What follows belongs to an exercise in optimizing a design on an open flow for small area, a short achievable clock period and few clock cycles; a production flow would make more cautious choices.
RTL that was checked went through simulation tests only; none was proved equivalent to the original.
Only the layout flow was run in runs 1 to 5; the RTL was not checked for function there.
Power figures rest on the tool's default switching activity, not on a simulated workload.

==> flow/design.v (outline; a module is shown in full before it is edited, if it fits) <==
// module reg_file: 30 lines
// module mul32lo: 856 lines
// module mips_core: 134 lines
module mips_core(
    input         clk,
    input         rst_n,
    output [31:0] imem_addr,
    input  [31:0] imem_data,
    output [31:0] dmem_addr,
    output [31:0] dmem_wdata,
    output        dmem_we,
    input  [31:0] dmem_rdata
);
  // ...
==> flow/flow/run.sh <==
#!/bin/bash
set -euo pipefail
MARGIN=$(cat flow/margin.txt)
bash standard.sh SETUP_SLACK_MARGIN="$MARGIN" finish > make_finish.log 2>&1
==> flow/flow/margin.txt <==
13.75
==> flow/standard.sh <==
#!/bin/bash
# synth_recipe.tcl (not shown) runs the flow's synth.tcl, then flattens the netlist and writes it again
# the make line also repeats each setting of config.mk as NAME=value (left out here)
make -C /OpenROAD-flow-scripts/flow DESIGN_CONFIG=/design/flow/config.mk WORK_HOME=/design/flow/orfs CLKGATE_MAP_FILE= SYNTH_SCRIPT=/design/flow/synth_recipe.tcl "${@:-finish}"
==> flow/config.mk <==
export PLATFORM = sky130hd
export DESIGN_NAME = mips_core
export DESIGN_NICKNAME = mips_core
export VERILOG_FILES = /design/flow/design.v
export SDC_FILE = /design/flow/constraint.sdc
export NUM_CORES = 4
export LEC_CHECK = 0
export CAP_MARGIN = 20
export CORE_MARGIN = 2
export CORE_UTILIZATION = 45
export SLEW_MARGIN = 20
==> flow/constraint.sdc <==
create_clock -name core_clock -period 19.0 [get_ports {clk}]
set_input_delay 3.8000 -clock core_clock [delete_from_list [all_inputs] [get_ports {clk}]]
set_output_delay 3.8000 -clock core_clock [all_outputs]
set_load 0.01 [all_outputs]
==> impl_metrics.env, run 1 <==
export IMPL_grt_start_max_net_pins=84
export IMPL_final_cells=9113
export IMPL_detailroute_via_count=59900
export IMPL_postRouteWirelength_um=297000
export IMPL_max_clock_path_buffers=3
export IMPL_synthSimpleGateAreaFrac=0.0834
export IMPL_worstPathBufferInverterCount=3
export IMPL_die_width_um=424
export IMPL_status="finished clean"
export IMPL_cp_startpoint="ir[22]$_DFF_P_"
export IMPL_final_cell_mix="sky130_fd_sc_hd__edfxtp_1, sky130_fd_sc_hd__nand2_1, sky130_fd_sc_hd__mux4_2"
export IMPL_final_nets=7033
export IMPL_max_rail_drop_vdd_v=0.0000766
export IMPL_area_share_sequential=0.399
export IMPL_min_path_cells=0
export IMPL_rows=154
export IMPL_share_of_the_final_layout_cell_area_in_multi_input_gates=0.442
export IMPL_finish_utilization=0.529
export IMPL_worst_ep_arrival_ps=6360
export IMPL_fin_total_pwr_w=0.00751
export IMPL_timing_critical_path_to="lt3$_DFF_P_"
export IMPL_grt_first_pass_wirelength_um=420000
export IMPL_clk_share=0.0473
export IMPL_layout_cell_share_with_drive_strength_beyond_1=0.242
export IMPL_wl_per_cell_um=32.5
export IMPL_boundaryPins=163
export IMPL_cts_buffers=138
export IMPL_seqPwrFrac=0.452
export IMPL_power_density_nw_per_um2=80.9
export IMPL_net_switching_power_w=0.00212
export IMPL_number_of_enable_flip_flop_cells_after_synthesis=1024
export IMPL_largest_register="rf.REG"
export IMPL_achievable_frequency_mhz=177
export IMPL_routedLengthMet1_um=108000
export IMPL_seq_power_w=0.00340
export IMPL_post_cts_resized_instances=711
export IMPL_global_route_usage_met1=0.419
export IMPL_number_of_global_route_vias_before_repair=57000
export IMPL_finalInstanceArea_um2=92900
export IMPL_top_layer_used="met5"
export IMPL_fin_ws_ps=13360
export IMPL_worstPathMaxFanout=35
export IMPL_clock_skew_final_ps=36.8
export IMPL_leakage_power_summed_over_all_cells_nw=32.8
==> module mips_core, before the edit <==
module mips_core(
    input         clk,
    input         rst_n,
    output [31:0] imem_addr,
    input  [31:0] imem_data,
    output [31:0] dmem_addr,
    output [31:0] dmem_wdata,
    output        dmem_we,
    input  [31:0] dmem_rdata
);
reg  [9:0]  pc;           
reg  [31:0] ir;           
reg         v2;           
reg  [9:0]  pc2;          
reg  [31:0] x3;           
reg  [31:0] y3;           
reg  [31:0] ma3, mb3;     
reg  [4:0]  rd3;
reg         wr3, st3, ld3, mul3;
reg         slt3, lt3;    
reg  [31:0] ws4, wc4;     
reg  [4:0]  rd4;
reg         wr4;
assign imem_addr  = {20'b0, pc, 2'b00};
assign dmem_addr  = x3;
assign dmem_wdata = y3;
assign dmem_we    = st3;
wire [31:0] w4 = ws4 + wc4;
wire [5:0] op = ir[31:26];
wire [5:0] fn = ir[5:0];
wire [4:0] rs = ir[25:21];
wire [4:0] rt = ir[20:16];
wire [4:0] rd = ir[15:11];
wire is_r    = (op == 6'h00);
wire is_lw   = (op == 6'h23);
wire is_sw   = (op == 6'h2B);
wire is_addi = (op == 6'h08);
wire is_beq  = (op == 6'h04);
wire use_rs  = is_r | is_lw | is_sw | is_addi | is_beq;
wire use_rt  = is_r | is_sw | is_beq;
wire f_sub   = (fn == 6'h22);
wire f_slt   = (fn == 6'h2A);
wire f_mul   = (fn == 6'h1C);
wire [31:0] rf_a, rf_b;
wire        rf_va, rf_vb;
reg_file rf (
    .clk(clk), .rst_n(rst_n),
    .ra(rs), .rb(rt),
    .we(wr4), .wa(rd4), .wd(w4),
    .qa(rf_a), .qb(rf_b), .va(rf_va), .vb(rf_vb)
);
wire hit3a = wr3 & (rd3 == rs);
wire hit3b = wr3 & (rd3 == rt);
wire hit4a = wr4 & (rd4 == rs);
wire hit4b = wr4 & (rd4 == rt);
wire [31:0] r3 = slt3 ? {32{lt3}} : x3;     
wire        sa3 = hit3a;
wire        sa4 = ~hit3a & hit4a;
wire        saf = ~hit3a & ~hit4a & rf_va;
wire        sb3 = hit3b;
wire        sb4 = ~hit3b & hit4b;
wire        sbf = ~hit3b & ~hit4b & rf_vb;
wire [31:0] a = ({32{sa3}} & r3) | ({32{sa4}} & w4) | ({32{saf}} & rf_a);
wire [31:0] b = ({32{sb3}} & r3) | ({32{sb4}} & w4) | ({32{sbf}} & rf_b);
wire stall = v2 & (ld3 | mul3) & ((use_rs & hit3a) | (use_rt & hit3b));
wire [31:0] imm  = {{16{ir[15]}}, ir[15:0]};
wire        sub  = is_r & (f_sub | f_slt);
wire [31:0] bop  = is_r ? b : imm;
wire [33:0] sum  = {1'b0, a, 1'b1} + {1'b0, bop ^ {32{sub}}, sub};
wire        ltu  = ~sum[33];
wire [31:0] res  = sum[32:1];
wire       taken    = v2 & is_beq & (a == b);
wire       redirect = taken & ~stall & (rs != rt) & (ir[9:0] != 10'd0);
wire [10:0] btgt2   = {pc2, 1'b1} + {ir[9:0], 1'b1};    
wire [9:0] btgt     = btgt2[10:1];
wire [9:0] pc1 = pc + 10'd1;
wire       f_j = (imem_data[31:26] == 6'h02);
wire       f_b = (imem_data[31:26] == 6'h04) & (imem_data[25:21] == imem_data[20:16]);
wire [9:0] f_btgt = pc1 + imem_data[9:0];
always @(posedge clk or negedge rst_n) begin
    if (!rst_n) begin
        pc <= 10'd0;
        v2 <= 1'b0;
    end else if (stall) begin
        pc <= pc2;
        v2 <= 1'b0;
    end else begin
        if (redirect) begin
            pc <= btgt;
            v2 <= 1'b0;
        end else begin
            pc <= f_j ? imem_data[9:0] : f_b ? f_btgt : pc1;
            v2 <= 1'b1;
        end
    end
end
always @(posedge clk) begin
    ir    <= imem_data;
    pc2   <= pc;
end
always @(posedge clk or negedge rst_n) begin
    if (!rst_n) begin
        wr3 <= 1'b0;
        st3 <= 1'b0;
    end else begin
        wr3 <= v2 & ~stall & (is_r | is_lw | is_addi);
        st3 <= v2 & ~stall & is_sw;
    end
end
always @(posedge clk) begin
    x3   <= res;
    y3   <= b;
    ma3  <= a;
    mb3  <= b & {32{is_r & f_mul}};
    rd3  <= is_r ? rd : rt;
    ld3  <= is_lw;
    mul3 <= is_r & f_mul;
    slt3 <= is_r & f_slt;
    lt3  <= ltu;
end
wire [31:0] ms, mc;
mul32lo mul (.a(ma3), .b(mb3), .s(ms), .c(mc));
always @(posedge clk or negedge rst_n) begin
    if (!rst_n)
        wr4 <= 1'b0;
    else
        wr4 <= wr3;
end
always @(posedge clk) begin
    ws4 <= ld3 ? dmem_rdata : mul3 ? ms : r3;
    wc4 <= (mul3 & ~ld3) ? mc : 32'b0;
    rd4 <= rd3;
end
endmodule
==> run 2: changes to the inputs <==
--- a/flow/design.v
+++ b/flow/design.v
@@ -896,6 +896,8 @@
 );
 reg  [9:0]  pc;           
 reg  [31:0] ir;           
+reg  [31:0] qa2, qb2;     
+reg         va2, vb2;     
 reg         v2;           
 reg  [9:0]  pc2;          
 reg  [31:0] x3;           
@@ -907,6 +909,9 @@
 reg  [31:0] ws4, wc4;     
 reg  [4:0]  rd4;
 reg         wr4;
+reg  [31:0] w5;           
+reg  [4:0]  rd5;
+reg         wr5;
 assign imem_addr  = {20'b0, pc, 2'b00};
 assign dmem_addr  = x3;
 assign dmem_wdata = y3;
@@ -931,7 +936,7 @@
 wire        rf_va, rf_vb;
 reg_file rf (
     .clk(clk), .rst_n(rst_n),
-    .ra(rs), .rb(rt),
+    .ra(imem_data[25:21]), .rb(imem_data[20:16]),
     .we(wr4), .wa(rd4), .wd(w4),
     .qa(rf_a), .qb(rf_b), .va(rf_va), .vb(rf_vb)
 );
@@ -939,15 +944,19 @@
 wire hit3b = wr3 & (rd3 == rt);
 wire hit4a = wr4 & (rd4 == rs);
 wire hit4b = wr4 & (rd4 == rt);
+wire hit5a = wr5 & (rd5 == rs);
+wire hit5b = wr5 & (rd5 == rt);
 wire [31:0] r3 = slt3 ? {32{lt3}} : x3;     
 wire        sa3 = hit3a;
 wire        sa4 = ~hit3a & hit4a;
-wire        saf = ~hit3a & ~hit4a & rf_va;
+wire        sa5 = ~hit3a & ~hit4a & hit5a;
+wire        saf = ~hit3a & ~hit4a & ~hit5a & va2;
 wire        sb3 = hit3b;
 wire        sb4 = ~hit3b & hit4b;
-wire        sbf = ~hit3b & ~hit4b & rf_vb;
-wire [31:0] a = ({32{sa3}} & r3) | ({32{sa4}} & w4) | ({32{saf}} & rf_a);
-wire [31:0] b = ({32{sb3}} & r3) | ({32{sb4}} & w4) | ({32{sbf}} & rf_b);
+wire        sb5 = ~hit3b & ~hit4b & hit5b;
+wire        sbf = ~hit3b & ~hit4b & ~hit5b & vb2;
+wire [31:0] a = ({32{sa3}} & r3) | ({32{sa4}} & w4) | ({32{sa5}} & w5) | ({32{saf}} & qa2);
+wire [31:0] b = ({32{sb3}} & r3) | ({32{sb4}} & w4) | ({32{sb5}} & w5) | ({32{sbf}} & qb2);
 wire stall = v2 & (ld3 | mul3) & ((use_rs & hit3a) | (use_rt & hit3b));
 wire [31:0] imm  = {{16{ir[15]}}, ir[15:0]};
 wire        sub  = is_r & (f_sub | f_slt);
@@ -982,6 +991,10 @@
 end
 always @(posedge clk) begin
     ir    <= imem_data;
+    qa2   <= rf_a;
+    qb2   <= rf_b;
+    va2   <= rf_va;
+    vb2   <= rf_vb;
     pc2   <= pc;
 end
 always @(posedge clk or negedge rst_n) begin
@@ -1007,10 +1020,17 @@
 wire [31:0] ms, mc;
 mul32lo mul (.a(ma3), .b(mb3), .s(ms), .c(mc));
 always @(posedge clk or negedge rst_n) begin
-    if (!rst_n)
+    if (!rst_n) begin
         wr4 <= 1'b0;
-    else
+        wr5 <= 1'b0;
+    end else begin
         wr4 <= wr3;
+        wr5 <= wr4;
+    end
+end
+always @(posedge clk) begin
+    w5  <= w4;
+    rd5 <= rd4;
 end
 always @(posedge clk) begin
     ws4 <= ld3 ? dmem_rdata : mul3 ? ms : r3;
==> flow/flow/margin.txt (replaced) <==
13.8
==> run 2 against run 1 <==
Effect of this change:
- still clean
- worst hold slack got worse by 17 ps
- via count decreased by 1.4%
- area after synthesis increased by 3.0%
- clock-buffer cell count increased by 7
- routed wire length decreased by 2.7%
- critical endpoint is now qa2[0]$_DFF_P_
==> impl_metrics.env, run 2 <==
export IMPL_dieArea_um2=185000
export IMPL_grt_first_pass_wirelength_um=408000
export IMPL_rows=156
export IMPL_detailroute_via_count=59100
export IMPL_status="finished clean"
export IMPL_ys_dominant_reg_cell="sky130_fd_sc_hd__edfxtp_1"
export IMPL_grt_antenna_before_repair=9
export IMPL_clock_skew_final_ps=39.8
export IMPL_wl_per_cell_um=32.1
export IMPL_via_density=6.56
export IMPL_floorplan_initialDensity=0.452
export IMPL_hold_path_class="reg -> reg"
export IMPL_cts_buffers=144
export IMPL_drt_first_iter_violations=8031
export IMPL_accumulated_negative_setup_slack_ps=0
export IMPL_achievable_frequency_mhz=192
export IMPL_leakage_power_summed_over_all_cells_nw=32.6
export IMPL_place_gp_congestion=1.01
export IMPL_port_buffers=140
export IMPL_synth_cell_type_count=98
export IMPL_power_density_nw_per_um2=83.2
export IMPL_syn_instance_count=6451
export IMPL_ys_warnings_count=2
export IMPL_grt_usage=0.306
export IMPL_synth_area_per_cell_um2=12.7
export IMPL_placeableCoreArea_um2=181000
export IMPL_max_clock_path_buffers=3
export IMPL_grt_start_max_net_pins=101
export IMPL_firstDrtPassIters=7
export IMPL_mostFrequentLayoutCell="sky130_fd_sc_hd__edfxtp_1"
export IMPL_synth_top_area_cell="sky130_fd_sc_hd__edfxtp_1"
export IMPL_clkSlewWorstSetupHoldPaths_ps=70
export IMPL_boundaryPins=163
export IMPL_kind_of_capture_point_of_the_worst_setup_path="flop"
export IMPL_die_height_um=430
export IMPL_final_nets=6875
export IMPL_number_of_global_route_vias_before_repair=56100
export IMPL_largest_register="rf.REG"
export IMPL_finalWorstPathRequiredPeriod_ps=5200
export IMPL_global_route_usage_met1=0.415
export IMPL_grt_busiest_layer="met2"
export IMPL_clkSinkCount=1421
export IMPL_worstPathMaxFanout=37
export IMPL_postRouteWirelength_um=289000
export IMPL_number_of_slew_limit_violations_in_the_final_report=0
export IMPL_hold_violations=0
export IMPL_yosys_cell_count_top_type="sky130_fd_sc_hd__edfxtp_1"
export IMPL_tritoncts="built"
export IMPL_max_rail_drop_vdd_v=0.0000774
export IMPL_final_cells=8999
export IMPL_synth_top_cells_by_count="sky130_fd_sc_hd__edfxtp_1, sky130_fd_sc_hd__mux4_2, sky130_fd_sc_hd__nand2_1"
export IMPL_worst_ep_arrival_ps=5900
export IMPL_flow_area_growth_from_synthesis_pct=15.4
export IMPL_timing_max_cap_violations=0
export IMPL_crit_path_start_kind="input port"
export IMPL_setup_viol_count_final=0
export IMPL_cts_hold_repair_buffers=0
export IMPL_critical_path_class="in -> reg"
export IMPL_worst_skew_pair_late_latency_ps=840
export IMPL_layout_cell_share_with_drive_strength_beyond_1=0.256
export IMPL_detail_route_antenna_nets=0
export IMPL_synth_area_top_cells="sky130_fd_sc_hd__edfxtp_1, sky130_fd_sc_hd__mux4_2, sky130_fd_sc_hd__dfxtp_1"
export IMPL_required_ps=19700
export IMPL_grtUsageMet3=0.0685
export IMPL_synth_yosys_seq_area_share=0.477
export IMPL_number_of_enable_flip_flop_cells_after_synthesis=1024
export IMPL_tightestPinTransition_ps=1140
export IMPL_overflow=0
export IMPL_final_cell_mix="sky130_fd_sc_hd__edfxtp_1, sky130_fd_sc_hd__mux4_2, sky130_fd_sc_hd__nand2_1"
export IMPL_die_width_um=430
export IMPL_unrepaired_setup_endpoints_after_global_routing="true"
export IMPL_finalCritPeriodShare=0.274
export IMPL_synth_area_um2=81600
export IMPL_post_synth_top_area_fraction=0.377
export IMPL_dp_hpwl_um=174000
export IMPL_clock_tree_htree_level_count=4
export IMPL_ff_latch_count_synth=1421
export IMPL_synth_async_reset_ratio=0.0331
export IMPL_dp_cells=8558
export IMPL_cts_root_buffer="sky130_fd_sc_hd__clkbuf_16"
export IMPL_max_slew_margin=0.239
export IMPL_drc=0
export IMPL_largest_reg_flops=1024
export IMPL_gr_usage_met2=0.467
==> run 2: changes by cell type in the layout (fill, tap and decap cells not counted), sizes merged, moves of 18 or more <==
cell | before | now
o211ai | 52 | 70
buf | 424 | 357
o22ai | 106 | 50
o221ai | 69 | 31
nand2 | 736 | 630
mux2 | 15 | 79
mux2i | 244 | 54
xnor2 | 158 | 183
a31oi | 83 | 50
mux4 | 540 | 660
and2 | 84 | 65
dfxtp | 247 | 350
==> run 2: where the power goes <==
| group | internal, W | leakage, nW | switching (W) | total (W) |
|---|---|---|---|---|
| registers | 0.00352 | 12.7 | 0.000121 | 0.00364 |
| clock network | 0.00166 | 2.35 | 0.00128 | 0.00294 |
| logic | 0.000529 | 17.5 | 0.000730 | 0.00126 |
==> run 2: cell type report <==
cell class | count | area (um2)
fill | 15000 | 86300
multi-input combinational | 4210 | 41000
sequential | 1421 | 39100
timing repair buffer | 478 | 5320
clock buffer | 183 | 3950
tap | 2370 | 2970
inverter | 249 | 942
clock inverter | 84 | 906
timing repair inverter | 2 | 10.0
antenna | 2 | 5.00
==> run 2: kinds of logic after synthesis <==
group / count (synthesis) / share of synthesized area
AO/OA/AOI/OAI: 1322 / 0.101
XOR/XNOR: 282 / 0.0303
adder cells (fa/ha/maj): 401 / 0.0757
buffers and inverters: 844 / 0.0408
flip-flops: 1421 / 0.477
multiplexers: 793 / 0.200
other: 1 / 0.0000459
AND/OR/NAND/NOR: 1387 / 0.0755
==> run 2: worst paths after layout <==
path	cells after the start	slack [ps]	end	startpoint
max	4	13800	qa2[0]$_DFF_P_	imem_data[24]
min	0	390	rd4[3]$_DFF_P_	rd3[3]$_DFF_P_
max reg2reg	25	13860	lt3$_DFF_P_	ws4[0]$_DFF_P_
min reg2reg	0	390	rd4[3]$_DFF_P_	rd3[3]$_DFF_P_
max in group asynchronous	1	15480	pc[7]$_DFF_PN0_	rst_n
min in group asynchronous	1	3020	rf.valid[23]$_DFFE_PN0P_	rst_n
==> run 2: timing repair <==
| item | in CTS | in global routing |
|---|---|---|
| endpoints found under the setup margin | 194 | 62 |
| gates resized for setup | 545 | 146 |
| buffers inserted | 80 | 49 |
| gates cloned | 35 | 8 |
| hold endpoints to repair | 0 | 0 |
| pin swaps | 47 | 67 |
==> run 2: critical path: stages <==
cell and delay, ps:
sky130_fd_sc_hd__buf_6 480, sky130_fd_sc_hd__buf_4 760, sky130_fd_sc_hd__mux4_2 480, sky130_fd_sc_hd__mux2_2 300
==> run 2: per-stage QoR <==
step / area (um2) / worst slack [ps] / power (W) / hold WS, ps / util
final: 94200 / 13800 / 0.00784 / 394 / 0.522
after global routing: 94200 / 13660 / 0.00808 / 393 / 0.522
after CTS: 93100 / 13770 / 0.00779 / 402 / 0.515
after detailed placement: 85600 / 10390 / 0.00481 / 388 / 0.474
after global placement: 85600 / 10430 / 0.00479 / 395 / 0.474
after floorplan: 83000 / 13180 / 0.00441 / 369 / -
==> run 2: routing by layer <==
layer / part of all wire / vias to the layer above
met5: 0.000080 / -
li1: - / 24500
met4: 0.060 / 4
met1: 0.38 / 30200
met2: 0.45 / 3612
met3: 0.11 / 719
==> run 3: changes to the inputs <==
--- a/flow/config.mk
+++ b/flow/config.mk
@@ -9,3 +9,4 @@
 export CORE_MARGIN = 2
 export CORE_UTILIZATION = 45
 export SLEW_MARGIN = 20
+export TNS_END_PERCENT = 20
==> run 3 against run 2 <==
Effect of this change:
- still clean on timing, DRC and antenna
- synthesized cell count stayed put
- final cell count is 0.13% higher
- design area is 0.10% lower
- register-to-register slack hardly changed
- routed wire length is 0.53% lower
- maximum frequency is 2.0% lower
- clock-buffer cell count is 20 higher
- die area stayed put
- power is 1.4% higher
==> impl_metrics.env, run 3 <==
export IMPL_post_synth_mux_area_share=0.200
export IMPL_firstDrtPassIters=7
export IMPL_drc=0
export IMPL_place_gp_congestion=0.999
export IMPL_synth_yosys_seq_area_share=0.477
export IMPL_power_density_nw_per_um2=84.5
export IMPL_combinationalPowerShare=0.162
export IMPL_cp_startpoint="imem_data[22]"
export IMPL_wl_per_cell_um=31.9
export IMPL_grt_first_pass_wirelength_um=406000
export IMPL_timing_critical_path_to="qa2[2]$_DFF_P_"
export IMPL_detailroute_via_count=58800
export IMPL_synth_area_in_xor_xnor=0.0303
export IMPL_leakage_power_summed_over_all_cells_nw=32.7
export IMPL_tritoncts="built"
export IMPL_post_synth_fa_ha_maj_area_fraction=0.0757
export IMPL_worst_skew_pair_late_latency_ps=820
export IMPL_synth_cell_type_count=98
export IMPL_finish_utilization=0.521
export IMPL_finalCritPeriodShare=0.280
export IMPL_synth_top_family_by_area="multiplexers"
export IMPL_die_height_um=430
export IMPL_final_cell_mix="sky130_fd_sc_hd__edfxtp_1, sky130_fd_sc_hd__mux4_2, sky130_fd_sc_hd__nand2_1"
export IMPL_achievable_frequency_mhz=188
export IMPL_power_internal_w=0.00579
export IMPL_grt_antenna_before_repair=24
export IMPL_status="finished clean"
export IMPL_port_buffers=140
export IMPL_ff_latch_count_synth=1421
export IMPL_post_synth_top_area_fraction=0.377
export IMPL_worst_ep_arrival_ps=6000
export IMPL_max_rail_drop_vdd_v=0.0000761
export IMPL_setup_viol_count_final=0
export IMPL_regToRegSetupSlack_ps=13850
export IMPL_synth_area_um2=81600
export IMPL_largest_reg_flops=1024
export IMPL_synth_area_per_cell_um2=12.7
export IMPL_critical_path_class="in -> reg"
export IMPL_rows=156
export IMPL_ys_dominant_reg_cell="sky130_fd_sc_hd__edfxtp_1"
export IMPL_placeableCoreArea_um2=181000
export IMPL_floorplan_initialDensity=0.452
export IMPL_final_nets=6875
export IMPL_synth_top_cells_by_count="sky130_fd_sc_hd__edfxtp_1, sky130_fd_sc_hd__mux4_2, sky130_fd_sc_hd__nand2_1"
export IMPL_crit_path_start_kind="input port"
export IMPL_hold_violations=0
export IMPL_clock_tree_htree_level_count=4
export IMPL_finalWorstPathRequiredPeriod_ps=5310
export IMPL_hold_path_class="reg -> reg"
export IMPL_number_of_enable_flip_flop_cells_after_synthesis=1024
export IMPL_cts_buffers=147
export IMPL_required_ps=19690
export IMPL_synth_top_area_cell="sky130_fd_sc_hd__edfxtp_1"
export IMPL_grt_usage=0.304
export IMPL_drt_first_iter_violations=8040
export IMPL_cts_hold_repair_buffers=0
export IMPL_syn_instance_count=6451
export IMPL_number_of_slew_limit_violations_in_the_final_report=0
export IMPL_critical_path_reg2reg_startpoint="rd4[0]$_DFF_P_"
export IMPL_max_slew_margin=0.224
export IMPL_synth_compound_area_share=0.101
export IMPL_flow_area_growth_from_synthesis_pct=15.3
export IMPL_clock_skew_final_ps=35.7
export IMPL_tightestPinTransition_ps=1160
export IMPL_net_switching_power_w=0.00217
export IMPL_worst_r2r_cell_count=19
export IMPL_number_of_global_route_vias_before_repair=56900
export IMPL_postRouteWirelength_um=287000
export IMPL_final_hold_worst_slack_ps=385
export IMPL_die_width_um=430
export IMPL_min_delay_start="rd3[4]$_DFF_P_"
export IMPL_ys_warnings_count=2
export IMPL_detail_route_antenna_nets=0
export IMPL_r2r_endpoint="x3[30]$_DFF_P_"
export IMPL_worstPathMaxFanout=103
export IMPL_synthSimpleGateAreaFrac=0.0755
export IMPL_synth_async_reset_ratio=0.0331
export IMPL_unrepaired_setup_endpoints_after_global_routing="true"
export IMPL_kind_of_capture_point_of_the_worst_setup_path="flop"
export IMPL_dieArea_um2=185000
export IMPL_via_density=6.53
export IMPL_accumulated_negative_setup_slack_ps=0
export IMPL_sw_frac_of_total=0.273
export IMPL_max_clock_path_buffers=3
export IMPL_fin_total_pwr_w=0.00796
export IMPL_largest_register="rf.REG"
export IMPL_timing_max_cap_violations=0
export IMPL_grt_start_max_net_pins=104
export IMPL_layout_cell_share_with_drive_strength_beyond_1=0.250
export IMPL_seqPwrFrac=0.458
export IMPL_overflow=0
export IMPL_yosys_cell_count_top_type="sky130_fd_sc_hd__edfxtp_1"
export IMPL_clkSinkCount=1421
export IMPL_boundaryPins=163
export IMPL_synth_area_top_cells="sky130_fd_sc_hd__edfxtp_1, sky130_fd_sc_hd__mux4_2, sky130_fd_sc_hd__dfxtp_1"
export IMPL_clkSlewWorstSetupHoldPaths_ps=60
export IMPL_cts_root_buffer="sky130_fd_sc_hd__clkbuf_16"
export IMPL_p_clk_frac=0.379
export IMPL_mostFrequentLayoutCell="sky130_fd_sc_hd__edfxtp_1"
export IMPL_dp_hpwl_um=176000
==> run 3: changes by cell type in the layout (fill, tap and decap cells not counted), sizes merged <==
cell,previous run,this run
diode,2,9
clkinv,56,37
xnor2,183,182
inv,255,257
clkdlybuf4s15,29,20
clkinvlp,12,17
dlygate4sd2,7,39
nand2,630,631
buf,357,331
clkbuf,196,217
xor2,100,101
bufbuf,22,19
nor2,383,384
==> run 3: worst min-delay path by stage <==
stage | to | cells past startpoint
after floorplan | rd5[0]$_DFF_P_ | 0
after global placement | rd4[2]$_DFF_P_ | 0
after detailed placement | rd4[2]$_DFF_P_ | 0
after CTS | rd4[4]$_DFF_P_ | 0
after global routing | rd4[4]$_DFF_P_ | 0
final | rd4[4]$_DFF_P_ | 0
==> run 3: power groups by stage <==
stage                     logic (W)  clock network [W]  registers (W)
after detailed placement    0.00110                  0        0.00371
after CTS                   0.00121            0.00304        0.00364
after global placement      0.00108                  0        0.00371
after global routing        0.00137            0.00316        0.00365
final                       0.00129            0.00302        0.00365
after floorplan            0.000738                  0        0.00365
==> run 3: worst max-delay path, stage by stage <==
cell and delay [ps]:
sky130_fd_sc_hd__buf_16 360, sky130_fd_sc_hd__buf_16 390, sky130_fd_sc_hd__mux4_2 380, sky130_fd_sc_hd__mux4_2 520, sky130_fd_sc_hd__mux2_2 280
==> run 3: kinds of logic after synthesis <==
logic type	after synthesis
XOR/XNOR	282
adder cells (fa/ha/maj)	401
other	1
multiplexers	793
AND/OR/NAND/NOR	1387
flip-flops	1421
AO/OA/AOI/OAI	1322
buffers and inverters	844
==> run 3: stage by stage <==
stage,setup slack (ps),instances,instance area [um2]
floorplan,13170,6472,82400
global placement,11320,8561,85600
detailed placement,11280,8561,85600
CTS,13710,8925,92800
global route,13670,9007,94100
finish,13690,9011,94100
==> run 3: metal layers <==
| metal | part of all wire | vias to the layer above | global-route usage |
|---|---|---|---|
| li1 | - | 24500 | - |
| met1 | 0.38 | 30000 | 0.404 |
| met2 | 0.45 | 3530 | 0.463 |
| met3 | 0.11 | 745 | 0.0698 |
| met4 | 0.064 | 18 | 0.171 |
| met5 | 0.0011 | - | 0 |
==> run 3: timing repair <==
action                     in CTS  in global routing
pin swaps                      53                 80
gates cloned                   28                  4
buffers inserted               61                 72
resized for setup             420                153
setup endpoints to repair     190                131
==> run 3: area by class of cell <==
type / instances / area, um2
Antenna cell: 9 / 22.5
Clock buffer: 203 / 4150
Clock inverter: 72 / 897
Fill cell: 15000 / 86400
Inverter: 249 / 942
Multi-Input combinational cell: 4212 / 41000
Sequential cell: 1421 / 39000
Tap cell: 2370 / 2970
Timing Repair Buffer: 473 / 5040
Timing Repair inverter: 2 / 10.0
==> run 4: changes to the inputs <==
--- a/flow/config.mk
+++ b/flow/config.mk
@@ -8,5 +8,6 @@
 export CAP_MARGIN = 20
 export CORE_MARGIN = 2
 export CORE_UTILIZATION = 45
+export CTS_CLUSTER_DIAMETER = 120
+export CTS_CLUSTER_SIZE = 24
 export SLEW_MARGIN = 20
-export TNS_END_PERCENT = 20
==> run 4 against run 3 <==
Effect of this change:
- flip-flop and latch count stayed put
- first-iteration DRC count increased by 0.51%
- largest cell class unchanged
- utilization down 1.2 points
- maximum frequency grew 1.1%
- clock-buffer cell count decreased by 88
- register-to-register slack about the same
- power fell by 16%
- critical path depth is 1 lower
- routed wire length barely moved
- final cell count fell by 1.4%
- non-clock buffer count increased by 25
- via count shrank 0.17%
==> impl_metrics.env, run 4 <==
export IMPL_worst_skew_pair_late_latency_ps=730
export IMPL_grt_start_max_net_pins=101
export IMPL_layout_cell_share_with_drive_strength_beyond_1=0.241
export IMPL_max_clock_path_buffers=3
export IMPL_final_cell_mix="sky130_fd_sc_hd__edfxtp_1, sky130_fd_sc_hd__mux4_2, sky130_fd_sc_hd__nand2_1"
export IMPL_tightestPinTransition_ps=1140
export IMPL_drt_first_iter_violations=8081
export IMPL_synth_top_cells_by_count="sky130_fd_sc_hd__edfxtp_1, sky130_fd_sc_hd__mux4_2, sky130_fd_sc_hd__nand2_1"
export IMPL_ys_dominant_reg_cell="sky130_fd_sc_hd__edfxtp_1"
export IMPL_cts_root_buffer="sky130_fd_sc_hd__clkbuf_16"
export IMPL_power_density_nw_per_um2=72.5
export IMPL_kind_of_capture_point_of_the_worst_setup_path="flop"
export IMPL_number_of_slew_limit_violations_in_the_final_report=0
export IMPL_synth_yosys_seq_area_share=0.477
export IMPL_regToRegSetupSlack_ps=13840
export IMPL_finalCritPeriodShare=0.276
export IMPL_clkSinkCount=1421
export IMPL_critical_path_class="in -> reg"
export IMPL_wl_per_cell_um=32.3
export IMPL_hold_violations=0
export IMPL_detail_route_antenna_nets=0
export IMPL_accumulated_negative_setup_slack_ps=0
export IMPL_r2r_endpoint="x3[24]$_DFF_P_"
export IMPL_via_density=6.61
export IMPL_flow_area_growth_from_synthesis_pct=12.7
export IMPL_dp_hpwl_um=174000
export IMPL_post_synth_top_area_fraction=0.377
export IMPL_detailroute_via_count=58700
export IMPL_timing_critical_path_cells="buf_6 > buf_4 > mux4_2 > mux2_2"
export IMPL_clock_tree_htree_level_count=3
export IMPL_drc=0
export IMPL_finalWorstPathRequiredPeriod_ps=5250
export IMPL_setup_viol_count_final=0
export IMPL_yosys_cell_count_top_type="sky130_fd_sc_hd__edfxtp_1"
export IMPL_crit_path_top_delay_cell="sky130_fd_sc_hd__buf_4"
export IMPL_postRouteWirelength_um=287000
export IMPL_ys_warnings_count=2
export IMPL_worst_r2r_cell_count=26
export IMPL_mostFrequentLayoutCell="sky130_fd_sc_hd__edfxtp_1"
export IMPL_min_path_cells=0
export IMPL_timing_max_cap_violations=0
export IMPL_cts_buffers=71
export IMPL_unrepaired_setup_endpoints_after_global_routing="true"
export IMPL_min_delay_start="rd3[3]$_DFF_P_"
export IMPL_hold_path_class="reg -> reg"
export IMPL_crit_path_start_kind="input port"
export IMPL_max_slew_margin=0.240
export IMPL_final_hold_worst_slack_ps=385
export IMPL_synth_area_top_cells="sky130_fd_sc_hd__edfxtp_1, sky130_fd_sc_hd__mux4_2, sky130_fd_sc_hd__dfxtp_1"
export IMPL_cp_startpoint="imem_data[24]"
export IMPL_synth_async_reset_ratio=0.0331
export IMPL_placeableCoreArea_um2=181000
export IMPL_critical_path_reg2reg_startpoint="ir[19]$_DFF_P_"
export IMPL_worstPathMaxFanout=37
export IMPL_tritoncts="built"
export IMPL_syn_instance_count=6451
export IMPL_number_of_global_route_vias_before_repair=55100
export IMPL_synth_area_per_cell_um2=12.7
export IMPL_rows=156
export IMPL_die_height_um=430
export IMPL_required_ps=19620
export IMPL_max_rail_drop_vdd_v=0.0000637
export IMPL_dieArea_um2=185000
export IMPL_clkSlewWorstSetupHoldPaths_ps=100
export IMPL_floorplan_initialDensity=0.452
export IMPL_leakage_power_summed_over_all_cells_nw=31.6
export IMPL_grt_first_pass_wirelength_um=405000
export IMPL_synth_area_um2=81600
export IMPL_largest_reg_flops=1024
export IMPL_die_width_um=430
export IMPL_clock_skew_final_ps=52.8
export IMPL_ff_latch_count_synth=1421
export IMPL_synth_cell_type_count=98
export IMPL_largest_register="rf.REG"
export IMPL_boundaryPins=163
export IMPL_grt_antenna_before_repair=21
export IMPL_place_gp_congestion=1.01
export IMPL_achievable_frequency_mhz=190
export IMPL_grt_usage=0.304
export IMPL_port_buffers=140
export IMPL_synth_top_area_cell="sky130_fd_sc_hd__edfxtp_1"
export IMPL_number_of_enable_flip_flop_cells_after_synthesis=1024
export IMPL_final_nets=6823
export IMPL_status="finished clean"
export IMPL_firstDrtPassIters=8
export IMPL_crit_path_max_incr_delay_ps=750
export IMPL_overflow=0
export IMPL_worst_ep_arrival_ps=5870
export IMPL_whs_endpoint="rd4[3]$_DFF_P_"
[run 4: changes by cell type in the layout (fill, tap and decap cells not counted), sizes merged, moves of 2 or more]
| cell | change |
|---|---|
| clkinv | -27 |
| clkdlybuf4s15 | -2 |
| bufinv | -12 |
| dlygate4sd2 | -2 |
| clkinvlp | -13 |
| bufbuf | +5 |
| inv | -9 |
| buf | +15 |
| clkbuf | -79 |
[run 4: kinds of logic (layout without fill, tap and decap cells)]
group / count (synthesis) / count (layout) / share of synthesized area
muxes: 793 / 793 / 0.200
adders and majority gates: 401 / 401 / 0.0757
buffers and inverters: 844 / 875 / 0.0408
other: 1 / 32 / 0.0000459
xor gates and xnor gates: 282 / 283 / 0.0303
DFF: 1421 / 1421 / 0.477
AOI/OAI and AO/OA: 1322 / 1322 / 0.101
and+or+nand+nor: 1387 / 1390 / 0.0755
[run 4: metrics by stage]
stage / util / power, W / worst slack, ps / instances / area (um2)
2_1_floorplan: - / 0.00441 / 13180 / 6472 / 83000
4_1_cts: 0.502 / 0.00660 / 13700 / 8814 / 90700
3_5_place_dp: 0.474 / 0.00481 / 10390 / 8558 / 85600
3_3_place_gp: 0.474 / 0.00479 / 10430 / 8558 / 85600
6_report: 0.510 / 0.00667 / 13750 / 8887 / 92000
5_1_grt: 0.510 / 0.00688 / 13670 / 8877 / 92000
[run 4: final cells by class]
class                           instances  area, um2
Clock inverter                         11        181
Timing Repair inverter                  2       10.0
Clock buffer                          115       1940
Fill cell                           15200      88500
Sequential cell                      1421      39100
Multi-Input combinational cell       4211      41100
Timing Repair Buffer                  498       5740
Antenna cell                           10       25.0
Tap cell                             2370       2970
Inverter                              249        942
[run 4: worst max-delay path by stage]
stage	slack, ps	to	cells after the start
5_1_grt	13670	pc[8]$_DFF_PN0_	14
4_1_cts	13700	pc[8]$_DFF_PN0_	14
2_1_floorplan	13180	pc[8]$_DFF_PN0_	13
6_report	13750	qa2[0]$_DFF_P_	4
3_3_place_gp	10430	qa2[15]$_DFF_P_	7
3_5_place_dp	10390	qa2[14]$_DFF_P_	7
[run 4: what timing repair did]
action / in CTS / in global routing
buffers inserted: 91 / 51
cloned: 39 / 10
gates resized for setup: 442 / 191
setup endpoints to repair: 194 / 61
hold buffers: 0 / 0
pin swaps: 51 / 85
[run 4: worst max-delay path, delay by kind of cell]
kind                   cells  cell delay, ps
buffers and inverters      2            1240
multiplexers               2             770
[run 4: routing by layer]
layer / track usage / up-vias / part of all wire
li1: - / 24300 / -
met1: 0.419 / 30200 / 0.39
met3: 0.0600 / 707 / 0.11
met5: 0 / - / 0.00017
met4: 0.148 / 8 / 0.061
met2: 0.462 / 3569 / 0.45
[run 4: power breakdown]
part / leakage [nW] / internal, W / switching, W
combinational: 17.9 / 0.000538 / 0.000732
clock: 1.01 / 0.000727 / 0.00104
sequential: 12.7 / 0.00352 / 0.000121
total: 31.6 / 0.00478 / 0.00189
==> module reg_file, before the edit <==
module reg_file(
    input         clk,
    input         rst_n,
    input  [4:0]  ra,
    input  [4:0]  rb,
    input         we,
    input  [4:0]  wa,
    input  [31:0] wd,
    output [31:0] qa,
    output [31:0] qb,
    output        va,
    output        vb
);
reg [31:0] REG [0:31];
reg [31:0] valid;
always @(posedge clk or negedge rst_n) begin
    if (!rst_n)
        valid <= 32'b0;
    else if (we)
        valid[wa] <= 1'b1;
end
always @(posedge clk) begin
    if (we)
        REG[wa] <= wd;
end
assign va = valid[ra];
assign vb = valid[rb];
assign qa = REG[ra];
assign qb = REG[rb];
endmodule
==> run 5: changes to the inputs <==
--- a/flow/design.v
+++ b/flow/design.v
@@ -1,18 +1,19 @@
 module reg_file(
     input         clk,
     input         rst_n,
-    input  [4:0]  ra,
-    input  [4:0]  rb,
+    input  [31:0] sa,
+    input  [31:0] sb,
     input         we,
     input  [4:0]  wa,
     input  [31:0] wd,
-    output [31:0] qa,
-    output [31:0] qb,
+    output reg [31:0] qa,
+    output reg [31:0] qb,
     output        va,
     output        vb
 );
 reg [31:0] REG [0:31];
 reg [31:0] valid;
+integer i;
 always @(posedge clk or negedge rst_n) begin
     if (!rst_n)
         valid <= 32'b0;
@@ -23,10 +24,16 @@
     if (we)
         REG[wa] <= wd;
 end
-assign va = valid[ra];
-assign vb = valid[rb];
-assign qa = REG[ra];
-assign qb = REG[rb];
+assign va = |(sa & valid);
+assign vb = |(sb & valid);
+always @(*) begin
+    qa = 32'b0;
+    qb = 32'b0;
+    for (i = 0; i < 32; i = i + 1) begin
+        qa = qa | ({32{sa[i]}} & REG[i]);
+        qb = qb | ({32{sb[i]}} & REG[i]);
+    end
+end
 endmodule
 module mul32lo (
   input  [31:0] a,
@@ -936,7 +943,7 @@
 wire        rf_va, rf_vb;
 reg_file rf (
     .clk(clk), .rst_n(rst_n),
-    .ra(imem_data[25:21]), .rb(imem_data[20:16]),
+    .sa(32'd1 << imem_data[25:21]), .sb(32'd1 << imem_data[20:16]),
     .we(wr4), .wa(rd4), .wd(w4),
     .qa(rf_a), .qb(rf_b), .va(rf_va), .vb(rf_vb)
 );
--- a/flow/config.mk
+++ b/flow/config.mk
@@ -8,6 +8,4 @@
 export CAP_MARGIN = 20
 export CORE_MARGIN = 2
 export CORE_UTILIZATION = 45
-export CTS_CLUSTER_DIAMETER = 120
-export CTS_CLUSTER_SIZE = 24
 export SLEW_MARGIN = 20
==> run 5 against run 4 <==
Effect of this change:
- first-iteration DRC count up 67%
- worst hold slack worse by 0.71 ps
- still clean on timing, DRC and antenna
- combinational power down about 20%
- critical endpoint is now pc[8]$_DFF_PN0_
==> impl_metrics.env, run 5 <==
export IMPL_status="finished clean"
export IMPL_unrepaired_setup_endpoints_after_global_routing="true"
export IMPL_boundaryPins=163
export IMPL_rows=151
export IMPL_synth_area_um2=76900
export IMPL_placeableCoreArea_um2=169000
export IMPL_worst_skew_pair_late_latency_ps=870
export IMPL_crit_path_top_delay_cell="sky130_fd_sc_hd__fa_2"
export IMPL_cts_hold_repair_buffers=0
export IMPL_whs_endpoint="rd4[0]$_DFF_P_"
export IMPL_power_density_nw_per_um2=85.4
export IMPL_timing_critical_path_cells="buf_8 > ha_4 > fa_2 > a21oi_2 > nor2_1 > nor2_1 > o21bai_1 > a21oi_2 > nor2b_1 > o21ai_1 > nand2b_1 > xnor2_1 > nand2_1 > o21ai_2 > a2111oi_2 > a211o_1"
export IMPL_largest_register="rf.REG"
export IMPL_grt_first_pass_wirelength_um=503000
export IMPL_hold_path_class="reg -> reg"
export IMPL_crit_path_max_incr_delay_ps=350
export IMPL_accumulated_negative_setup_slack_ps=0
export IMPL_synth_top_area_cell="sky130_fd_sc_hd__edfxtp_1"
export IMPL_floorplan_initialDensity=0.454
export IMPL_wl_per_cell_um=38.4
export IMPL_clock_tree_htree_level_count=4
export IMPL_cts_root_buffer="sky130_fd_sc_hd__clkbuf_16"
export IMPL_clock_skew_final_ps=71.9
export IMPL_synth_area_per_cell_um2=10.6
export IMPL_die_height_um=417
export IMPL_ff_latch_count_synth=1421
export IMPL_multiInputGateArea_um2=37700
export IMPL_grt_antenna_before_repair=20
export IMPL_max_rail_drop_vdd_v=0.000108
export IMPL_mostFrequentLayoutCell="sky130_fd_sc_hd__edfxtp_1"
export IMPL_die_width_um=417
export IMPL_port_buffers=140
export IMPL_max_clock_path_buffers=3
export IMPL_critical_path_class="in -> reg"
export IMPL_number_of_global_route_vias_before_repair=64300
export IMPL_finalWorstPathRequiredPeriod_ps=5300
export IMPL_crit_path_start_kind="input port"
export IMPL_leakage_power_summed_over_all_cells_nw=31.6
export IMPL_via_density=7.28
export IMPL_dieArea_um2=174000
export IMPL_clkSinkCount=1421
export IMPL_dp_hpwl_um=208000
export IMPL_timing_max_cap_violations=0
export IMPL_detailroute_via_count=70200
export IMPL_tightestPinTransition_ps=1170
export IMPL_min_delay_start="rd3[0]$_DFF_P_"
export IMPL_max_slew_margin=0.218
export IMPL_ys_dominant_reg_cell="sky130_fd_sc_hd__edfxtp_1"
export IMPL_required_ps=19710
export IMPL_final_cell_mix="sky130_fd_sc_hd__edfxtp_1, sky130_fd_sc_hd__a22oi_1, sky130_fd_sc_hd__nand2_1"
export IMPL_worstPathMaxFanout=2
export IMPL_final_nets=7648
export IMPL_fin_ws_ps=13700
export IMPL_grt_usage=0.411
export IMPL_post_synth_top_area_fraction=0.400
export IMPL_synth_area_top_cells="sky130_fd_sc_hd__edfxtp_1, sky130_fd_sc_hd__dfxtp_1, sky130_fd_sc_hd__a22oi_1"
export IMPL_min_path_cells=0
export IMPL_clkSlewWorstSetupHoldPaths_ps=60
export IMPL_worst_ep_arrival_ps=6010
export IMPL_r2r_endpoint="wc4[31]$_SDFF_PN0_"
export IMPL_finalCritPeriodShare=0.279
export IMPL_drt_first_iter_violations=13500
export IMPL_place_gp_congestion=0.974
export IMPL_final_hold_worst_slack_ps=384
export IMPL_synth_cell_type_count=90
export IMPL_number_of_slew_limit_violations_in_the_final_report=0
export IMPL_detail_route_antenna_nets=0
export IMPL_setup_viol_count_final=0
export IMPL_hold_violations=0
export IMPL_largest_reg_flops=1024
export IMPL_seq_area_um2=39100
export IMPL_syn_instance_count=7225
export IMPL_grt_start_max_net_pins=84
export IMPL_regToRegSetupSlack_ps=13710
export IMPL_worst_r2r_cell_count=21
export IMPL_critical_path_reg2reg_startpoint="mb3[5]$_DFF_P_"
export IMPL_synth_top_cells_by_count="sky130_fd_sc_hd__edfxtp_1, sky130_fd_sc_hd__a22oi_1, sky130_fd_sc_hd__nand2_1"
export IMPL_tritoncts="built"
export IMPL_worst_path_dominant_cell_family="compound AO/OA/AOI/OAI gates"
export IMPL_synth_async_reset_ratio=0.0331
export IMPL_achievable_frequency_mhz=189
export IMPL_layout_cell_share_with_drive_strength_beyond_1=0.172
export IMPL_overflow=0
export IMPL_postRouteWirelength_um=370000
export IMPL_yosys_cell_count_top_type="sky130_fd_sc_hd__edfxtp_1"
export IMPL_critical_path_depth=16
export IMPL_post_place_setup_slack_ps=11900
export IMPL_flow_area_growth_from_synthesis_pct=18.2
export IMPL_ys_warnings_count=2
export IMPL_number_of_enable_flip_flop_cells_after_synthesis=1024
export IMPL_worstPathBufferInverterCount=1
export IMPL_cts_buffers=150
export IMPL_synth_yosys_seq_area_share=0.506
export IMPL_drc=0
export IMPL_layout_filler_cells=14400
export IMPL_kind_of_capture_point_of_the_worst_setup_path="flop"
export IMPL_firstDrtPassIters=10
==> run 5: metal layers <==
metal / track usage / wire length [um] / vias up
li1: - / - / 27600
met1: 0.504 / 128000 / 34100
met2: 0.590 / 152000 / 6589
met3: 0.165 / 55800 / 1948
met4: 0.282 / 33800 / 22
met5: 0.00611 / 209 / -
==> run 5: worst max-delay path by stage <==
stage,start,endpoint
2_1_floorplan,imem_data[0],pc[8]$_DFF_PN0_
3_3_place_gp,imem_data[22],qa2[28]$_DFF_P_
3_5_place_dp,imem_data[16],qb2[10]$_DFF_P_
4_1_cts,mb3[5]$_DFF_P_,wc4[31]$_SDFF_PN0_
5_1_grt,mb3[5]$_DFF_P_,wc4[31]$_SDFF_PN0_
6_report,imem_data[0],pc[8]$_DFF_PN0_
==> run 5: what timing repair did <==
action	in CTS	in global routing
endpoints found under the setup margin	192	110
gates cloned	11	4
pin swaps	55	72
setup buffers	111	47
hold endpoints to repair	0	0
gates resized for setup	543	226
==> run 5: stage by stage <==
| step | cell area, um2 | util | std cells | power (W) |
|---|---|---|---|---|
| after CTS | 89800 | 0.530 | 9571 | 0.00767 |
| after global placement | 82500 | 0.487 | 9170 | 0.00448 |
| after floorplan | 79600 | - | 7246 | 0.00412 |
| after global routing | 90900 | 0.536 | 9624 | 0.00794 |
| final | 90900 | 0.536 | 9641 | 0.00776 |
| after detailed placement | 82500 | 0.487 | 9170 | 0.00450 |
==> run 5: final cells by class <==
class                   instances  area share
repair buffers                524      0.0574
multi-input cells            4943       0.414
well taps                    2218      0.0305
clock inverters                81      0.0122
inverters                     239     0.00994
flip-flops and latches       1421       0.430
clock buffers                 198      0.0451
diodes                         17    0.000468
==> run 5: cell families (layout without fill, tap and decap cells) <==
kind of cell | after synthesis | in the layout | synth area share
buffers and inverters | 885 | 1042 | 0.0450
and+or+nand+nor | 1795 | 1797 | 0.110
xor gates and xnor gates | 275 | 276 | 0.0313
muxes | 57 | 57 | 0.00760
other | 1 | 39 | 0.0000488
DFF | 1421 | 1421 | 0.506
adders and majority gates | 400 | 400 | 0.0803
AOI/OAI and AO/OA | 2391 | 2391 | 0.219
==> run 5: where the power goes <==
part	internal, W	switching [W]
clock network	0.00179	0.00134
logic	0.000394	0.000613
registers	0.00348	0.000147
==> run 6: changes to the inputs <==
--- a/flow/design.v
+++ b/flow/design.v
@@ -903,10 +903,10 @@
 );
 reg  [9:0]  pc;           
 reg  [31:0] ir;           
-reg  [31:0] qa2, qb2;     
-reg         va2, vb2;     
 reg         v2;           
 reg  [9:0]  pc2;          
+reg  [31:0] sel_a;        
+reg  [31:0] sel_b;        
 reg  [31:0] x3;           
 reg  [31:0] y3;           
 reg  [31:0] ma3, mb3;     
@@ -916,9 +916,6 @@
 reg  [31:0] ws4, wc4;     
 reg  [4:0]  rd4;
 reg         wr4;
-reg  [31:0] w5;           
-reg  [4:0]  rd5;
-reg         wr5;
 assign imem_addr  = {20'b0, pc, 2'b00};
 assign dmem_addr  = x3;
 assign dmem_wdata = y3;
@@ -943,7 +940,7 @@
 wire        rf_va, rf_vb;
 reg_file rf (
     .clk(clk), .rst_n(rst_n),
-    .sa(32'd1 << imem_data[25:21]), .sb(32'd1 << imem_data[20:16]),
+    .sa(sel_a), .sb(sel_b),
     .we(wr4), .wa(rd4), .wd(w4),
     .qa(rf_a), .qb(rf_b), .va(rf_va), .vb(rf_vb)
 );
@@ -951,19 +948,15 @@
 wire hit3b = wr3 & (rd3 == rt);
 wire hit4a = wr4 & (rd4 == rs);
 wire hit4b = wr4 & (rd4 == rt);
-wire hit5a = wr5 & (rd5 == rs);
-wire hit5b = wr5 & (rd5 == rt);
 wire [31:0] r3 = slt3 ? {32{lt3}} : x3;     
 wire        sa3 = hit3a;
 wire        sa4 = ~hit3a & hit4a;
-wire        sa5 = ~hit3a & ~hit4a & hit5a;
-wire        saf = ~hit3a & ~hit4a & ~hit5a & va2;
+wire        saf = ~hit3a & ~hit4a & rf_va;
 wire        sb3 = hit3b;
 wire        sb4 = ~hit3b & hit4b;
-wire        sb5 = ~hit3b & ~hit4b & hit5b;
-wire        sbf = ~hit3b & ~hit4b & ~hit5b & vb2;
-wire [31:0] a = ({32{sa3}} & r3) | ({32{sa4}} & w4) | ({32{sa5}} & w5) | ({32{saf}} & qa2);
-wire [31:0] b = ({32{sb3}} & r3) | ({32{sb4}} & w4) | ({32{sb5}} & w5) | ({32{sbf}} & qb2);
+wire        sbf = ~hit3b & ~hit4b & rf_vb;
+wire [31:0] a = ({32{sa3}} & r3) | ({32{sa4}} & w4) | ({32{saf}} & rf_a);
+wire [31:0] b = ({32{sb3}} & r3) | ({32{sb4}} & w4) | ({32{sbf}} & rf_b);
 wire stall = v2 & (ld3 | mul3) & ((use_rs & hit3a) | (use_rt & hit3b));
 wire [31:0] imm  = {{16{ir[15]}}, ir[15:0]};
 wire        sub  = is_r & (f_sub | f_slt);
@@ -998,11 +991,9 @@
 end
 always @(posedge clk) begin
     ir    <= imem_data;
-    qa2   <= rf_a;
-    qb2   <= rf_b;
-    va2   <= rf_va;
-    vb2   <= rf_vb;
     pc2   <= pc;
+    sel_a <= 32'd1 << imem_data[25:21];
+    sel_b <= 32'd1 << imem_data[20:16];
 end
 always @(posedge clk or negedge rst_n) begin
     if (!rst_n) begin
@@ -1027,17 +1018,10 @@
 wire [31:0] ms, mc;
 mul32lo mul (.a(ma3), .b(mb3), .s(ms), .c(mc));
 always @(posedge clk or negedge rst_n) begin
-    if (!rst_n) begin
+    if (!rst_n)
         wr4 <= 1'b0;
-        wr5 <= 1'b0;
-    end else begin
+    else
         wr4 <= wr3;
-        wr5 <= wr4;
-    end
-end
-always @(posedge clk) begin
-    w5  <= w4;
-    rd5 <= rd4;
 end
 always @(posedge clk) begin
     ws4 <= ld3 ? dmem_rdata : mul3 ? ms : r3;
==> flow/flow/margin.txt (replaced) <==
13.75
==> run 6 against run 5 <==
Effect of this change:
- worst setup slack got worse by 78 ps
- power fell by 2.5%
- critical path type is now reg -> reg
- still clean on timing, DRC and antenna
- via count fell by 3.9%
- worst hold slack improved by 7.7 ps
- non-clock buffer count fell by 67
- largest cell class unchanged
==> impl_metrics.env, run 6 <==
export IMPL_dieArea_um2=169000
export IMPL_ys_dominant_reg_cell="sky130_fd_sc_hd__edfxtp_1"
export IMPL_largest_reg_flops=1024
export IMPL_syn_instance_count=6944
export IMPL_worst_ep_arrival_ps=6120
export IMPL_cts_hold_repair_buffers=0
export IMPL_p_clk_frac=0.406
export IMPL_combinationalPowerShare=0.133
export IMPL_drt_first_iter_violations=13300
export IMPL_flow_area_growth_from_synthesis_pct=15.8
export IMPL_setup_viol_count_final=0
export IMPL_hold_violations=0
export IMPL_worst_path_dominant_cell_family="simple AND/OR/NAND/NOR gates"
export IMPL_postRouteWirelength_um=362000
export IMPL_number_of_enable_flip_flop_cells_after_synthesis=1024
export IMPL_largest_register="rf.REG"
export IMPL_cts_root_buffer="sky130_fd_sc_hd__clkbuf_16"
export IMPL_max_rail_drop_vdd_v=0.000105
export IMPL_accumulated_negative_setup_slack_ps=0
export IMPL_final_cell_mix="sky130_fd_sc_hd__edfxtp_1, sky130_fd_sc_hd__a22oi_1, sky130_fd_sc_hd__nand2_1"
export IMPL_power_internal_w=0.00549
export IMPL_port_buffers=140
export IMPL_ys_warnings_count=2
export IMPL_worst_skew_pair_late_latency_ps=850
export IMPL_number_of_global_route_vias_before_repair=61900
export IMPL_timing_critical_path_cells="buf_4 > buf_4 > a22oi_1 > nand4_1 > nor4_4 > nor4_1 > a221o_1 > xnor2_1 > or4b_1 > nor4_2 > nand4_1 > nor4_4 > nand2_4 > or3_1 > nand3_1"
export IMPL_synth_yosys_seq_area_share=0.512
export IMPL_die_width_um=411
export IMPL_final_cells=9286
export IMPL_number_of_slew_limit_violations_in_the_final_report=0
export IMPL_required_ps=19740
export IMPL_final_nets=7328
export IMPL_wl_per_cell_um=38.9
export IMPL_synth_area_per_cell_um2=10.7
export IMPL_net_switching_power_w=0.00208
export IMPL_ff_latch_count_synth=1381
export IMPL_yosys_cell_count_top_type="sky130_fd_sc_hd__edfxtp_1"
export IMPL_clkSlewWorstSetupHoldPaths_ps=60
export IMPL_critical_path_class="reg -> reg"
export IMPL_floorplan_initialDensity=0.452
export IMPL_sw_frac_of_total=0.275
export IMPL_worstPathMaxFanout=19
export IMPL_grt_first_pass_wirelength_um=490000
export IMPL_status="finished clean"
export IMPL_clock_tree_htree_level_count=4
export IMPL_dp_hpwl_um=215000
export IMPL_seq_area_um2=38500
export IMPL_synth_area_top_cells="sky130_fd_sc_hd__edfxtp_1, sky130_fd_sc_hd__a22oi_1, sky130_fd_sc_hd__dfxtp_1"
export IMPL_post_synth_top_area_fraction=0.413
export IMPL_detail_route_antenna_nets=0
export IMPL_grt_usage=0.413
export IMPL_crit_path_top_delay_cell="sky130_fd_sc_hd__nor4_4"
export IMPL_crit_path_start_kind="flop"
export IMPL_overflow=0
export IMPL_worstPathBufferInverterCount=2
export IMPL_finalWorstPathRequiredPeriod_ps=5380
export IMPL_seqPwrFrac=0.461
export IMPL_grt_antenna_before_repair=18
export IMPL_layout_filler_cells=14300
export IMPL_synth_area_um2=74500
export IMPL_power_density_nw_per_um2=87.8
export IMPL_place_gp_congestion=0.984
export IMPL_max_clock_path_buffers=3
export IMPL_leakage_power_summed_over_all_cells_nw=29.8
export IMPL_hold_path_class="reg -> reg"
export IMPL_unrepaired_setup_endpoints_after_global_routing="true"
export IMPL_firstDrtPassIters=11
export IMPL_synth_async_reset_ratio=0.0333
export IMPL_drc=0
export IMPL_die_height_um=411
export IMPL_tritoncts="built"
export IMPL_tightestPinTransition_ps=1200
export IMPL_clkSinkCount=1381
export IMPL_kind_of_capture_point_of_the_worst_setup_path="flop"
export IMPL_layout_cell_share_with_drive_strength_beyond_1=0.145
export IMPL_cts_buffers=151
export IMPL_fin_total_pwr_w=0.00757
export IMPL_clock_skew_final_ps=80.3
export IMPL_synth_top_cells_by_count="sky130_fd_sc_hd__edfxtp_1, sky130_fd_sc_hd__a22oi_1, sky130_fd_sc_hd__nand2_1"
export IMPL_mostFrequentLayoutCell="sky130_fd_sc_hd__edfxtp_1"
export IMPL_synth_top_area_cell="sky130_fd_sc_hd__edfxtp_1"
export IMPL_crit_path_max_incr_delay_ps=720
export IMPL_rows=149
export IMPL_boundaryPins=163
export IMPL_placeableCoreArea_um2=165000
export IMPL_multiInputGateArea_um2=34700
export IMPL_synth_cell_type_count=88
export IMPL_dp_cells=8891
export IMPL_grt_start_max_net_pins=96
export IMPL_detailroute_via_count=67400
export IMPL_timing_max_cap_violations=0
export IMPL_achievable_frequency_mhz=186
export IMPL_via_density=7.26
export IMPL_finalCritPeriodShare=0.283
export IMPL_max_slew_margin=0.200
==> run 6: per-layer routing <==
metal	up-vias	track usage	wire, um
li1	26400	-	-
met1	32500	0.488	120000
met2	6458	0.602	150000
met3	2049	0.188	58100
met4	30	0.277	33600
met5	-	0.0119	573
==> run 6: cell type report <==
type                            instances  share of cell area
Sequential cell                      1381               0.446
Multi-Input combinational cell       4711               0.402
Timing Repair Buffer                  457              0.0492
Clock buffer                          192              0.0469
Tap cell                             2189              0.0318
Clock inverter                         86              0.0125
Inverter                              257              0.0112
Antenna cell                           13            0.000377
==> run 6: cell families (layout without fill, tap and decap cells) <==
kind of cell             Yosys count  after routing  share of synthesized area
AO/OA/AOI/OAI                   2319           2319                      0.216
XOR/XNOR                         270            271                     0.0318
adder cells (fa/ha/maj)          400            400                     0.0829
buffers and inverters            875            992                     0.0455
flip-flops                      1381           1381                      0.512
multiplexers                      57             57                    0.00773
other                              1             35                  0.0000504
AND/OR/NAND/NOR                 1641           1642                      0.104
==> run 6: power by group through the flow <==
stage | combinational (W) | sequential [W] | clock (W)
2_1_floorplan | 0.000507 | 0.00350 | 0
3_3_place_gp | 0.000851 | 0.00355 | 0
3_5_place_dp | 0.000856 | 0.00355 | 0
4_1_cts | 0.000917 | 0.00348 | 0.00306
5_1_grt | 0.00106 | 0.00348 | 0.00318
6_report | 0.00101 | 0.00349 | 0.00307
==> run 6: per-stage QoR <==
step	worst slack [ps]	cell area, um2	util	hold WS, ps
2_1_floorplan	13180	74700	-	366
3_3_place_gp	12340	78600	0.477	382
3_5_place_dp	12370	78600	0.477	385
4_1_cts	13590	85000	0.516	388
5_1_grt	13630	86200	0.524	390
6_report	13620	86200	0.524	392
==> run 6: worst paths after layout <==
kind	start	to	slack (ps)	cells after the start
hold reg to reg	rd3[3]$_DFF_P_	rd4[3]$_DFF_P_	390	0
setup reg to reg	sel_a[27]$_SDFF_PN0_	pc[7]$_DFF_PN0_	13620	15
setup / recovery	sel_a[27]$_SDFF_PN0_	pc[7]$_DFF_PN0_	13620	15
max in group asynchronous	rst_n	pc[0]$_DFF_PN0_	15270	2
min in group asynchronous	rst_n	rf.valid[23]$_DFFE_PN0P_	3130	2
hold / removal	rd3[3]$_DFF_P_	rd4[3]$_DFF_P_	390	0
==> run 6: timing repair <==
item                                    in CTS  in global routing
pin swaps                                   38                 53
endpoints found under the setup margin     123                 49
cloned                                       6                  3
setup buffers                               43                 51
endpoints found under the hold margin        0                  0
resized for setup                          517                216
Testbench counts of run 6, summed over its fixed seeds: cycles 103,356.
==> run 7: changes to the inputs <==
--- a/flow/config.mk
+++ b/flow/config.mk
@@ -8,4 +8,6 @@
 export CAP_MARGIN = 20
 export CORE_MARGIN = 2
 export CORE_UTILIZATION = 45
+export CTS_CLUSTER_DIAMETER = 110
+export CTS_CLUSTER_SIZE = 22
 export SLEW_MARGIN = 20
==> run 7 against run 6 <==
Effect of this change:
- non-clock buffer count is 15 higher
- die area stayed put
- power is 16% lower
- critical path depth is 3 lower
- clock power is about 40% lower
- worst hold slack worse by 9.3 ps
- still clean on timing, DRC and antenna
- global-route usage is 0.46 points lower
- first-iteration DRC count hardly changed
- sequential power hardly changed
- largest power group unchanged
- utilization is 1.6 points lower
- sequential share of layout area is 1.4 points higher
- largest cell class unchanged
==> impl_metrics.env, run 7 <==
export IMPL_synthSimpleGateAreaFrac=0.104
export IMPL_flow_area_growth_from_synthesis_pct=12.3
export IMPL_synth_yosys_seq_area_share=0.512
export IMPL_placeableCoreArea_um2=165000
export IMPL_final_nets=7267
export IMPL_grt_usage=0.409
export IMPL_rows=149
export IMPL_syn_instance_count=6944
export IMPL_firstDrtPassIters=14
export IMPL_number_of_global_route_vias_before_repair=61000
export IMPL_synth_area_um2=74500
export IMPL_hold_path_class="reg -> reg"
export IMPL_layout_cell_share_with_drive_strength_beyond_1=0.126
export IMPL_kind_of_capture_point_of_the_worst_setup_path="flop"
export IMPL_leakage_power_summed_over_all_cells_nw=28.6
export IMPL_synth_top_area_cell="sky130_fd_sc_hd__edfxtp_1"
export IMPL_worst_skew_pair_late_latency_ps=780
export IMPL_grt_first_pass_wirelength_um=485000
export IMPL_drt_first_iter_violations=13300
export IMPL_die_width_um=411
export IMPL_number_of_enable_flip_flop_cells_after_synthesis=1024
export IMPL_yosys_cell_count_top_type="sky130_fd_sc_hd__edfxtp_1"
export IMPL_dieArea_um2=169000
export IMPL_clkSlewWorstSetupHoldPaths_ps=100
export IMPL_fin_total_pwr_w=0.00635
export IMPL_min_delay_start="rd3[4]$_DFF_P_"
export IMPL_achievable_frequency_mhz=183
export IMPL_floorplan_initialDensity=0.452
export IMPL_timing_max_cap_violations=0
export IMPL_hold_violations=0
export IMPL_crit_path_max_incr_delay_ps=1160
export IMPL_max_clock_path_buffers=3
export IMPL_finalWorstPathRequiredPeriod_ps=5470
export IMPL_mostFrequentLayoutCell="sky130_fd_sc_hd__edfxtp_1"
export IMPL_detailroute_via_count=66900
export IMPL_port_buffers=140
export IMPL_regToRegSetupSlack_ps=13530
export IMPL_synth_cell_type_count=88
export IMPL_r2r_endpoint="pc[7]$_DFF_PN0_"
export IMPL_accumulated_negative_setup_slack_ps=0
export IMPL_die_height_um=411
export IMPL_post_synth_mux_area_share=0.00773
export IMPL_synth_area_top_cells="sky130_fd_sc_hd__edfxtp_1, sky130_fd_sc_hd__a22oi_1, sky130_fd_sc_hd__dfxtp_1"
export IMPL_finalCritPeriodShare=0.288
export IMPL_largest_register="rf.REG"
export IMPL_critical_path_reg2reg_startpoint="sel_a[10]$_SDFF_PP0_"
export IMPL_clkSinkCount=1381
export IMPL_crit_path_top_delay_cell="sky130_fd_sc_hd__o41ai_2"
export IMPL_synth_area_per_cell_um2=10.7
export IMPL_dp_hpwl_um=215000
export IMPL_layout_filler_cells=14500
export IMPL_synth_top_cells_by_count="sky130_fd_sc_hd__edfxtp_1, sky130_fd_sc_hd__a22oi_1, sky130_fd_sc_hd__nand2_1"
export IMPL_overflow=0
export IMPL_detail_route_antenna_nets=0
export IMPL_setup_viol_count_final=0
export IMPL_synth_async_reset_ratio=0.0333
export IMPL_clock_tree_htree_level_count=3
export IMPL_clock_skew_final_ps=91.7
export IMPL_worstPathMaxFanout=27
export IMPL_met2_wirelength_um=149000
export IMPL_unrepaired_setup_endpoints_after_global_routing="true"
export IMPL_grt_antenna_before_repair=19
export IMPL_ys_dominant_reg_cell="sky130_fd_sc_hd__edfxtp_1"
export IMPL_ys_warnings_count=2
export IMPL_status="finished clean"
export IMPL_ff_latch_count_synth=1381
export IMPL_place_gp_congestion=0.984
export IMPL_max_rail_drop_vdd_v=0.0000867
export IMPL_largest_reg_flops=1024
export IMPL_power_density_nw_per_um2=76.0
export IMPL_via_density=7.30
==> run 7: how the worst max path moves through the flow <==
stage | startpoint | to | slack, ps | cells after the start
after floorplan | imem_data[0] | pc[8]$_DFF_PN0_ | 13180 | 13
after global placement | imem_data[0] | pc[8]$_DFF_PN0_ | 12340 | 14
after detailed placement | imem_data[0] | pc[8]$_DFF_PN0_ | 12370 | 14
after CTS | mb3[9]$_DFF_P_ | wc4[31]$_SDFF_PN0_ | 13480 | 21
after global routing | imem_data[0] | pc[4]$_DFF_PN0_ | 13600 | 17
final | sel_a[10]$_SDFF_PP0_ | pc[7]$_DFF_PN0_ | 13530 | 12
==> run 7: power breakdown <==
part	internal, W	switching (W)	leakage (nW)
Clock	0.000769	0.00108	1.09
Combinational	0.000369	0.000654	15.0
Sequential	0.00338	0.000102	12.4
==> run 7: layer usage <==
layer  vias up  global-route usage
met3      1866               0.177
met2      6407               0.597
met4        24               0.271
met5         -             0.00254
met1     32400               0.488
li1      26200                   -
==> run 7: kinds of logic after synthesis <==
family,after synthesis
adders and majority gates,400
other,1
AOI/OAI and AO/OA,2319
buffers and inverters,875
muxes,57
DFF,1381
and+or+nand+nor,1641
xor gates and xnor gates,270
==> run 7: repair_timing <==
item / CTS / global route
setup endpoints to repair: 124 / 36
gates resized for setup: 459 / 241
setup buffers: 45 / 64
gates cloned: 4 / 5
pin swaps: 43 / 67
==> run 7: layout make-up <==
type	count	area (um2)	area share
clock buffer	115	2030	0.0242
timing repair buffer	472	4420	0.0528
antenna	17	42.5	0.000509
sequential	1381	38500	0.460
inverter	257	968	0.0116
tap	2189	2740	0.0327
clock inverter	14	264	0.00316
multi-input combinational	4711	34700	0.415
==> run 7: per-stage QoR <==
| stage | instances | hold WS, ps | cell area [um2] | util | setup slack [ps] |
|---|---|---|---|---|---|
| finish | 9156 | 383 | 83600 | 0.508 | 13530 |
| global route | 9142 | 388 | 83600 | 0.508 | 13600 |
| CTS | 9069 | 394 | 82100 | 0.499 | 13480 |
| detailed placement | 8891 | 385 | 78600 | 0.477 | 12370 |
| global placement | 8890 | 382 | 78600 | 0.477 | 12340 |
| floorplan | 6965 | 366 | 74700 | - | 13180 |
==> run 7: critical path: cells and delay by family, from the launching register on <==
| kind | cells | cell delay, ps |
|---|---|---|
| AND/OR/NAND/NOR | 7 | 2040 |
| AO/OA/AOI/OAI | 3 | 2100 |
| flip-flops | 1 | 450 |
| XOR/XNOR | 1 | 300 |
| buffers and inverters | 1 | 440 |

afterwards: timing with drivers on the ports:
The results above use ideal ports. As a check the final layouts listed here were re-extracted and re-timed, cells and wires unchanged.
Step 1 sets driving cells, clkbuf_16 on the clock port and buf_2 on the other inputs (assumed; they add their load-dependent delay and slew).
Step 2 times the ports against the registers' clock, not the clock port: input delays grow and output delays shrink by t, the midpoint of the rising clock arrivals with the driver on.
a / b / c = no drivers / after step 1 / after step 2; a / b = the first two.
run	shift t [ns]	setup slack, ns	worst data-port slew with drivers (ns)
run 1	0.869	13.359 / 13.359 / 12.701	0.09
run 2	0.899	13.796 / 13.688 / 12.789	0.26
run 3	0.894	13.689 / 13.637 / 12.743	0.23
run 4	0.796	13.748 / 13.591 / 12.795	0.33
run 5	0.914	13.701 / 13.708 / 12.832	0.09
run 6	0.895	13.624 / 13.624 / 12.950	0.09
run 7	0.821	13.535 / 13.535 / 12.898	0.08
After both steps every run listed still meets setup and hold. For run 2, which loses most, drivers alone change the setup slack by -0.108 ns; drivers and shift together by -1.007 ns.
